This is an optimization exercise on Yosys and OpenROAD, whose aim is small area and a short achievable clock period, not a production implementation.
Function was checked by simulation only, so behaviour that the tests miss may differ from the original.
The clock port is modelled as an ideal driver, which makes a skipped or thinned clock tree look cheaper than it is; a real chip needs a root buffer or a tree.
No activity file was given, so power comes from the tool's default toggle rates.

==> flow/design.v <==
module syc_FIFO #(
    parameter DATA_WIDTH = 32,
    parameter DEPTH      = 16
)(
    input                       wr_en,
    input                       rd_en,
    input      [DATA_WIDTH-1:0] wr_data,
    input                       clk,
    input                       rstb,
    output reg [DATA_WIDTH-1:0] rd_data,
    output reg                  full,
    output wire                 empty
);
    localparam ADDR_WIDTH = $clog2(DEPTH);
    reg [DATA_WIDTH-1:0] memory [DEPTH-1:0];
    reg [DEPTH-1:0]      wr_sel, rd_sel;
    reg [ADDR_WIDTH-1:0] fill;
    reg                  not_empty;
    assign empty = ~not_empty;
    wire wr = wr_en & ~full;
    wire rd = rd_en & not_empty;
    wire one_word = (fill == 1);
    wire one_free = (fill == DEPTH - 1);
    wire up   = wr & ~rd;                         
    wire down = rd & ~wr;                         
    wire wr_load = full & rd_en;
    wire wr_step = wr_en & ~full & (rd_en | ~one_free);
    wire wr_hold = full ? ~rd_en : ~wr_en;
    wire rd_load = ~not_empty;
    wire rd_step = not_empty & rd_en;
    wire rd_hold = not_empty & ~rd_en;
    wire [DEPTH-1:0] wr_sel_next = ({DEPTH{wr_load}} & rd_sel)
                                 | ({DEPTH{wr_step}} & {wr_sel[DEPTH-2:0], wr_sel[DEPTH-1]})
                                 | ({DEPTH{wr_hold}} & wr_sel);
    wire [DEPTH-1:0] rd_sel_next = ({DEPTH{rd_load}} & wr_sel)
                                 | ({DEPTH{rd_step}} & {rd_sel[DEPTH-2:0], rd_sel[DEPTH-1]})
                                 | ({DEPTH{rd_hold}} & rd_sel);
    integer i;
    always @(posedge clk)
        for (i = 0; i < DEPTH; i = i + 1)
            if (wr_en & wr_sel[i]) memory[i] <= wr_data;
    reg [DATA_WIDTH-1:0] rd_word;
    always @* begin
        rd_word = {DATA_WIDTH{1'b0}};
        for (i = 0; i < DEPTH; i = i + 1)
            rd_word = rd_word | (memory[i] & {DATA_WIDTH{rd_sel[i]}});
    end
    always @(posedge clk)
        rd_sel <= rd_sel_next;
    always @(posedge clk or negedge rstb) begin
        if (!rstb) begin
            wr_sel    <= 1;
            fill      <= 0;
            rd_data   <= 0;
            full      <= 1'b0;
            not_empty <= 1'b0;
        end else begin
            if (rd) rd_data <= rd_word;
            wr_sel <= wr_sel_next;
            full      <= full ? ~rd_en : (wr_en & ~rd_en & one_free);
            not_empty <= not_empty ? ~(rd_en & ~wr_en & one_word) : wr_en;
            if (up)
                fill <= fill + 1'b1;
            else if (down)
                fill <= fill - 1'b1;
        end
    end
endmodule
==> flow/config.mk <==
export PLATFORM = sky130hd
export DESIGN_NAME = syc_FIFO
export DESIGN_NICKNAME = syc_FIFO
export VERILOG_FILES = /design/flow/design.v
export SDC_FILE = /design/flow/constraint.sdc
export NUM_CORES = 4
export LEC_CHECK = 0
export CAP_MARGIN = 20
export CORE_MARGIN = 2
export CORE_UTILIZATION = 45
export SETUP_SLACK_MARGIN = 1.4
export SLEW_MARGIN = 20
==> flow/constraint.sdc <==
create_clock -name core_clock -period 3.0 [get_ports {clk}]
set_input_delay 0.6000 -clock core_clock [delete_from_list [all_inputs] [get_ports {clk}]]
set_output_delay 0.6000 -clock core_clock [all_outputs]
set_load 0.01 [all_outputs]
standard.sh (not shown) runs the stock make flow with config.mk's settings and CLKGATE_MAP_FILE= SYNTH_SCRIPT=/design/flow/synth_recipe.tcl, a recipe that flattens the netlist after the stock synthesis.
==> flow/flow/run.sh <==
#!/bin/bash
# Standard ORFS layout (the standard.sh, synthesis unchanged) with:
#  - port buffers of a plain buffer cell instead of the one buffer_ports picks;
#  - a hand-built two-level clock tree (flow/pre_cts.tcl, flow/mancts.tcl)
#    in place of TritonCTS's three-level one;
#  - gate sizing not held to cells of the same footprint.
set -uo pipefail
here=$(pwd)
bash standard.sh \
  BUFFER_PORTS_ARGS="-buffer_cell sky130_fd_sc_hd__buf_2" \
  PRE_CTS_TCL="$here/flow/pre_cts.tcl" \
  MATCH_CELL_FOOTPRINT=0 \
  finish > flow_make.log 2>&1
Other scripts of this flow, unchanged in this note and not shown: flow/flow/mancts.tcl, flow/flow/pre_cts.tcl
The starting point completed with no timing, DRC or antenna violations.
==> next run, changes <==
CORE_UTILIZATION = 40   (was 45)
After rerunning:
- The changed run went through all stages and came out clean
- cell area rose by about 0.8%
- routed wire length barely changes
- first-iteration DRC count increases by about 0.64%
- worst setup slack improves by 0.032 ns
==> next run, changes <==
CORE_UTILIZATION = 35   (was 40)
=>
- The changed run passed the timing, design-rule and antenna checks
- die area came out higher by 14%
- worst setup slack got worse by 0.030 ns
- core utilization came out lower by 5.0 points
- wire length increases by 4.2%
- synthesized area does not change
- power went up by 1.9%
- via count climbs by 2.6%
- global-route usage is lower by 2.2 points
- maximum frequency went down by 1.8%
In every run of this note, the design's own scripts or RTL, not TritonCTS, make the clock network.

[afterwards: timing with drivers on the ports]
The flow's constraints put no driver on any port. The routed layouts listed below were extracted and timed again, unchanged, in two steps.
Step 1, drivers: a clkbuf_16 drives clk and a buf_2 each remaining input, both assumed.
Step 2, shift: input delay + t, output delay - t, t = (earliest + latest rising clock arrival at the registers) / 2. This alone moves slack from input paths to output paths.
Slacks: ideal ports / drivers / drivers and shift; pairs: ideal ports / drivers.
| run | shift t [ns] | setup slack, ns | clock arrival spread, ns | cell pins on the clock port's net |
|---|---|---|---|---|
| the first run | 0.463 | 1.356 / 1.247 / 1.006 | 0.047 / 0.047 | 4 |
| the second run | 0.458 | 1.388 / 1.284 / 1.031 | 0.061 / 0.061 | 4 |
| the third run | 0.465 | 1.358 / 1.240 / 1.011 | 0.038 / 0.039 | 4 |
After both steps setup and hold are still met in every run listed. For the second run, which loses most, drivers alone change the setup slack by -0.104 ns; drivers and shift together by -0.357 ns.
